This design comes from an exercise in tuning for small area on the open sky130 flow, not from production work. Function was checked by simulation only, so behaviour that the tests miss may differ from the original. Power figures rest on the tool's default switching activity, not on a simulated workload.

==> flow/design.v <==
`timescale 1ps/1ps
module top (
    input  clk,
    input  n_rst,
    input  rxd,
    output txd
);
    localparam PARSE = 2'd0, COMP = 2'd1, OUTP = 2'd2;
    reg  [4:0]  c;       
    reg  [1:0]  mode;
    reg  [3:0]  n;       
    reg  [4:0]  seq;     
    reg  [15:0] A, B;
    reg  [32:0] R;
    reg  [7:0]  SR;      
    reg         sgn;     
    reg         opl;     
    reg         opy;     
    reg         sa, sb;  
    reg         C;       
    reg         d;       
    wire parse = (mode == PARSE);
    wire comp  = (mode == COMP);
    wire outp  = (mode == OUTP);
    wire smp   = (c[3:0] == 4'hf);
    wire c0    = (c == 5'd0);
    wire c1    = (c == 5'd1);
    wire c16   = (c == 5'd16);
    wire c31   = (c == 5'd31);
    wire mul   = opl & ~opy;
    wire div   = opl & opy;
    wire sub   = ~opl & opy;
    wire zfill    = n[3] & n[1];                   
    wire rx_start = parse & ((n == 4'd0) | zfill) & smp & ~rxd;
    wire rx_bit   = parse & (n != 4'd0) & (n != 4'd9) & ~zfill & smp;
    wire win      = parse & (n == 4'd9);           
    wire win_end  = win & smp;
    wire digit    = SR[4] | SR[6];                  
    wire fieldA   = (seq >= 5'd3) & (seq <= 5'd7);
    wire fieldB   = (seq >= 5'd9) & (seq <= 5'd12);
    wire insA     = win & fieldA & digit;
    wire insB     = win & fieldB & digit;
    wire step  = comp & opl & seq[4];
    wire shl   = step | (comp & div & (seq == 5'd0) & ~c[4]);
    wire T     = shl ? R[32] : R[31];
    wire lastp = opl ? (seq == 5'd2) : (seq == 5'd15);
    wire load = outp & n[3] & (c[4:2] == {~seq[2] ^ div, ~seq[1], ~seq[0]});
    reg X, Ys, inv, init, cinv, act, wA, wB, wR, qinv, updd;
    always @(*) begin
        X = 1'b0; Ys = 1'b0; inv = 1'b0; init = 1'b0; cinv = 1'b0; act = 1'b0;
        wA = 1'b0; wB = 1'b0; wR = 1'b0; qinv = 1'b0; updd = 1'b0;
        if (parse) begin
            if (insA | insB) begin
                X = SR[0];
                Ys = SR[6] & ((c[3:0] == 4'd0) | (c[3:0] == 4'd3));
                init = (c[3:0] == 4'd0);
                act = 1'b1; wA = insA; wB = insB;
            end
        end else if (comp) begin
            if (~opl) begin
                if (seq == 5'd14) begin          
                    Ys = c[4] ? (sgn & sa) : A[15];
                    init = c0; act = 1'b1; wR = 1'b1;
                end else if (seq == 5'd15) begin  
                    X = T; Ys = c[4] ? (sgn & sb) : B[15];
                    inv = sub; init = c0; cinv = sub; act = 1'b1; wR = 1'b1;
                end
            end else if ((seq == 5'd14) | (seq == 5'd2)) begin
                Ys = c[4] ? B[15] : A[15];
                inv = 1'b1; init = c0 | c16; cinv = 1'b1; act = 1'b1;
                wA = ~c[4] & sgn & sa; wB = c[4] & sgn & sb;
            end else if (seq == 5'd15) begin
                Ys = mul ? (c[4] & B[15]) : (~c[4] & A[15]);
                init = c0; act = 1'b1; wR = 1'b1; updd = 1'b1;
            end else if (step) begin
                if (mul) begin                   
                    X = ~c0 & T;
                    Ys = ~c[4] & (c0 ? R[0] : d) & A[15];
                    init = c0; act = 1'b1; wR = 1'b1;
                end else if (c0 & (seq != 5'd16)) begin
                    X = T; inv = ~d; act = 1'b1; wR = 1'b1; qinv = 1'b1; updd = 1'b1;
                end else if (c[4]) begin         
                    X = T; Ys = B[15]; inv = ~d; init = c16; cinv = ~d;
                    act = 1'b1; wR = 1'b1;
                end
            end else if (seq == 5'd0) begin
                if (div) begin
                    if (c0) begin
                        X = T; inv = ~d; act = 1'b1; wR = 1'b1; qinv = 1'b1; updd = 1'b1;
                    end else if (c[4]) begin     
                        X = T; Ys = d & B[15]; init = c16; act = 1'b1; wR = 1'b1;
                    end
                end
            end else if (seq == 5'd1) begin
                if (sgn & (sa ^ sb) & (mul | ~c[4])) begin
                    Ys = T; inv = 1'b1; init = c0; cinv = 1'b1; act = 1'b1; wR = 1'b1;
                end
            end
        end
    end
    wire Y   = Ys ^ inv;
    wire Ce  = init ? cinv : C;
    wire sum = X ^ Y ^ Ce;
    wire Cn  = (X & Y) | (X & Ce) | (Y & Ce);
    always @(posedge clk or negedge n_rst)
        if (!n_rst) c <= 5'd0;
        else c <= c + 5'd1;
    always @(posedge clk) begin
        A <= {A[14:0], ~zfill & (wA ? sum : A[15])};
        B <= {B[14:0], ~zfill & (wB ? sum : B[15])};
    end
    always @(posedge clk)
        R <= {R[31:0], wR ? (sum ^ qinv) : T};
    always @(posedge clk) begin
        if (act) C <= Cn;
        if (updd) d <= sum & ~(comp & (seq == 5'd15));
        else if (step & mul & c0) d <= R[0];
    end
    always @(posedge clk) begin
        if (rx_bit) SR <= {rxd, SR[7:1]};
        else if (insA | insB | load)
            SR[3:0] <= {load ? R[31] : insA ? A[15] : B[15], SR[3:1]};
        if (win_end & (seq == 5'd2)) sgn <= ~SR[2];
        if (win_end & (seq == 5'd8)) begin
            opl <= ~SR[0] | (SR[1] & SR[2]);
            opy <= SR[2];
        end
        if (parse & smp) begin
            sa <= A[15];
            sb <= B[15];
        end
    end
    always @(posedge clk or negedge n_rst)
        if (!n_rst) begin
            mode <= PARSE;
            n <= 4'd10;
            seq <= 5'd0;
        end else begin
            case (mode)
                PARSE: begin
                    if (rx_start) n <= 4'd1;
                    else if (smp & (n != 4'd0)) n <= ((n == 4'd9) | zfill) ? 4'd0 : n + 4'd1;
                    if (win_end) begin
                        if (seq == 5'd0) seq <= (SR == 8'h49) ? 5'd1 : 5'd0;
                        else if (seq == 5'd13) begin
                            mode <= COMP;
                        end else seq <= seq + 5'd1;
                    end
                end
                COMP: begin
                    if (c31) begin
                        if (lastp) begin
                            mode <= OUTP;
                            seq <= 5'd0;
                            n <= 4'd8;
                        end else seq <= seq + 5'd1;
                    end
                end
                default: begin
                    if (smp) begin
                        if (n == 4'd9) begin
                            n <= 4'd0;
                            if (seq == 5'd8) begin
                                mode <= PARSE;
                                seq <= 5'd0;
                            end else seq <= seq + 5'd1;
                        end else n <= n + 4'd1;
                    end
                end
            endcase
        end
    wire [3:0] dg = SR[3:0];
    wire       L  = dg[3] & (dg[2] | dg[1]);
    wire [3:0] e  = dg + {1'b0, L, L, L};
    reg tx;
    always @(*) begin
        if (~outp | (seq == 5'd0)) tx = 1'b1;
        else case (n)
            4'd0: tx = 1'b0;
            4'd1: tx = e[0];
            4'd2: tx = e[1];
            4'd3: tx = e[2];
            4'd4: tx = e[3];
            4'd5: tx = ~L;
            4'd6: tx = 1'b1;
            4'd7: tx = L;
            4'd8: tx = 1'b0;
            default: tx = 1'b1;
        endcase
    end
    assign txd = tx;
endmodule
export LEC_CHECK = 0
export CAP_MARGIN = 20
export CORE_MARGIN = 2
export CORE_UTILIZATION = 40
export PLACE_DENSITY = 0.6
export SLEW_MARGIN = 20
create_clock -name core_clock -period 14.0 [get_ports {clk}]
standard.sh (not shown) runs the stock make flow with config.mk's settings and CLKGATE_MAP_FILE= SYNTH_SCRIPT=/design/flow/synth_recipe.tcl, a recipe that flattens the netlist after the stock synthesis.
==> flow/flow/run.sh <==
#!/bin/bash
# Layout flow: the standard flow, except that synthesis maps the logic
# with yosys's default abc script (no full-adder extraction), and CTS uses
# the arguments in flow/cts_args.txt.  Registers are the standard ones.
set -euo pipefail
W=$(pwd)
CTS="$(cat $W/flow/cts_args.txt 2>/dev/null || true)"
# synthesis with our script
sed -e "s|SYNTH_SCRIPT=[^ ]*|SYNTH_SCRIPT=$W/flow/synth.tcl ADDER_MAP_FILE=|" standard.sh > my_synth.sh
bash my_synth.sh synth > synth.log 2>&1
# the rest of the standard flow
if [[ -n "$CTS" ]]; then
  sed -e "s|SYNTH_SCRIPT=[^ ]*|& CTS_ARGS='$CTS'|" standard.sh > my_std.sh
else
  cp standard.sh my_std.sh
fi
bash my_std.sh > layout.log 2>&1
==> flow/flow/synth.tcl <==
proc synth {args} { yosys synth -nofsm -noshare {*}$args }
set f [open $::env(SCRIPTS_DIR)/synth.tcl]; set s [read $f]; close $f
set n 0
set s [string map [list {log_cmd abc {*}$abc_args} {log_cmd abc {*}$::my_abc_args}] $s]
source $::env(SCRIPTS_DIR)/synth_preamble.tcl
set ::my_abc_args [list {*}$lib_args {*}$lib_dont_use_args]
if {[info exists ::env(MY_ABC)] && $::env(MY_ABC) ne ""} { set ::my_abc_args [list {*}$::env(MY_ABC) {*}$lib_args {*}$lib_dont_use_args] }
eval $s
# left out here: clear keep_hierarchy, flatten, clean up, hide names made inside functions, write 1_2_yosys.v
Change:
==> flow/run.sh (new file) <==
#!/bin/bash
# synth_recipe.tcl (not shown) runs the flow's synth.tcl, then flattens the netlist and writes it again
# the make line also repeats each setting of config.mk as NAME=value (left out here)
make -C /OpenROAD-flow-scripts/flow DESIGN_CONFIG=/design/flow/config.mk WORK_HOME=/design/flow/orfs CLKGATE_MAP_FILE= SYNTH_SCRIPT=/design/flow/synth_recipe.tcl finish
removed: flow/flow/run.sh
removed: flow/flow/synth.tcl
removed: flow/standard.sh
Result:
- The changed run ran to the end with no violations
- die area climbs by 13%
- power goes down by 1.1%
- clock skew stays flat
- routed wire length went up by 13%

RTL: the design.v shown in full above, as it stands there.
==> flow/config.mk <==
export PLATFORM = sky130hd
export DESIGN_NAME = top
export DESIGN_NICKNAME = top
export VERILOG_FILES = /design/flow/design.v
export SDC_FILE = /design/flow/constraint.sdc
export NUM_CORES = 4
export LEC_CHECK = 0
export CAP_MARGIN = 20
export CORE_MARGIN = 2
export CORE_UTILIZATION = 40
export PLACE_DENSITY = 0.6
export SLEW_MARGIN = 20
==> flow/constraint.sdc <==
create_clock -name core_clock -period 14.0 [get_ports {clk}]
set_input_delay 2.8000 -clock core_clock [delete_from_list [all_inputs] [get_ports {clk}]]
set_output_delay 2.8000 -clock core_clock [all_outputs]
set_load 0.01 [all_outputs]
==> flow/flow/run.sh <==
#!/bin/bash
# Layout flow: the standard flow, except that synthesis maps the logic
# with yosys's default abc script (no full-adder extraction), and CTS uses
# the arguments in flow/cts_args.txt.  Registers are the standard ones.
set -euo pipefail
W=$(pwd)
CTS="$(cat $W/flow/cts_args.txt 2>/dev/null || true)"
# synthesis with our script
sed -e "s|SYNTH_SCRIPT=[^ ]*|SYNTH_SCRIPT=$W/flow/synth.tcl ADDER_MAP_FILE=|" standard.sh > my_synth.sh
bash my_synth.sh synth > synth.log 2>&1
# the rest of the standard flow
if [[ -n "$CTS" ]]; then
  sed -e "s|SYNTH_SCRIPT=[^ ]*|& CTS_ARGS='$CTS'|" standard.sh > my_std.sh
else
  cp standard.sh my_std.sh
fi
bash my_std.sh > layout.log 2>&1
==> flow/flow/cts_args.txt <==
-sink_clustering_enable -dont_use_dummy_load -root_buf sky130_fd_sc_hd__clkbuf_16 -buf_list sky130_fd_sc_hd__clkbuf_4 -repair_clock_nets
==> flow/flow/synth.tcl <==
proc synth {args} { yosys synth -nofsm -noshare {*}$args }
set f [open $::env(SCRIPTS_DIR)/synth.tcl]; set s [read $f]; close $f
set s [string map [list {log_cmd abc {*}$abc_args} {log_cmd abc {*}$::my_abc_args}] $s]
source $::env(SCRIPTS_DIR)/synth_preamble.tcl
# area-oriented mapping: two rounds of choice computation and area mapping
set ::my_abc_args [list -script "+strash;ifraig;scorr;dc2;strash;&get,-n;&dch,-f;&nf,-R,1000;&put;strash;&get,-n;&dch,-f;&nf,-R,1000;&put" {*}$lib_args {*}$lib_dont_use_args]
eval $s
# left out here: clear keep_hierarchy, flatten, clean up, hide names made inside functions, write 1_2_yosys.v
Edit:
==> flow/flow/cts_args.txt (replaced) <==
-sink_clustering_enable -sink_clustering_size 50 -sink_clustering_max_diameter 300 -dont_use_dummy_load -buf_list sky130_fd_sc_hd__clkbuf_8 -repair_clock_nets
--- a/flow/flow/synth.tcl
+++ b/flow/flow/synth.tcl
@@ -2,0 +3 @@
+set n 0
@@ -5,2 +6,2 @@
-# area-oriented mapping: two rounds of choice computation and area mapping
-set ::my_abc_args [list -script "+strash;ifraig;scorr;dc2;strash;&get,-n;&dch,-f;&nf,-R,1000;&put;strash;&get,-n;&dch,-f;&nf,-R,1000;&put" {*}$lib_args {*}$lib_dont_use_args]
+set ::my_abc_args [list {*}$lib_args {*}$lib_dont_use_args]
+if {[info exists ::env(MY_ABC)] && $::env(MY_ABC) ne ""} { set ::my_abc_args [list {*}$::env(MY_ABC) {*}$lib_args {*}$lib_dont_use_args] }
Total power goes down by about 11%.
Via count decreases by about 1.7%.
Utilization shrinks by 0.88 points.
Die area increases by 1.3%.
Wire length rose by 2.6%.
Setup slack gets worse by 0.12 ns.
First-iteration DRC count fell by about 22%.
Critical path depth goes down by 3.
Final cell count is unchanged.
Edit:
==> flow/flow/run.sh (replaced) <==
#!/bin/bash
bash standard.sh > standard.log 2>&1
removed: flow/flow/cts_args.txt
removed: flow/flow/synth.tcl
Effect:
- worst hold slack is better by 0.017 ns
- fmax came out lower by roughly a tenth
- count of clock-buffer cells in the layout does not change
- non-clock buffer count does not change
- global-route usage went up by 0.54 points
- sequential share of layout area came out lower by 6.9 points
- wire length goes up by roughly a tenth

afterwards: timing with drivers on the ports:
Ports are ideal in the flow. The routed layouts listed here were re-timed in OpenROAD.
Step 1, drivers: a clkbuf_16 drives clk and a buf_2 each remaining input, both assumed.
Step 2 adds t to the input delays and takes it off the output delays; t is the mean of the earliest and latest rising clock arrival at the registers after step 1. Input paths then give back, and output paths get back, about the clock's delay inside the block.
Three values: ideal ports, drivers, drivers and shift; two values: the first two.
run	t, ns	slack for setup (ns)	worst register clock-pin slew, ns
the first run of note 1	0.400	8.849 / 8.817 / 9.217	0.10 / 0.10
the second run of note 1	0.382	8.223 / 8.193 / 8.575	0.11 / 0.11
the first run of note 2	0.351	9.005 / 8.971 / 9.322	0.07 / 0.07
the second run of note 2	0.381	8.889 / 8.857 / 9.238	0.10 / 0.10
the third run of note 2	0.382	8.223 / 8.193 / 8.575	0.11 / 0.11
After both steps every run listed still meets setup and hold.
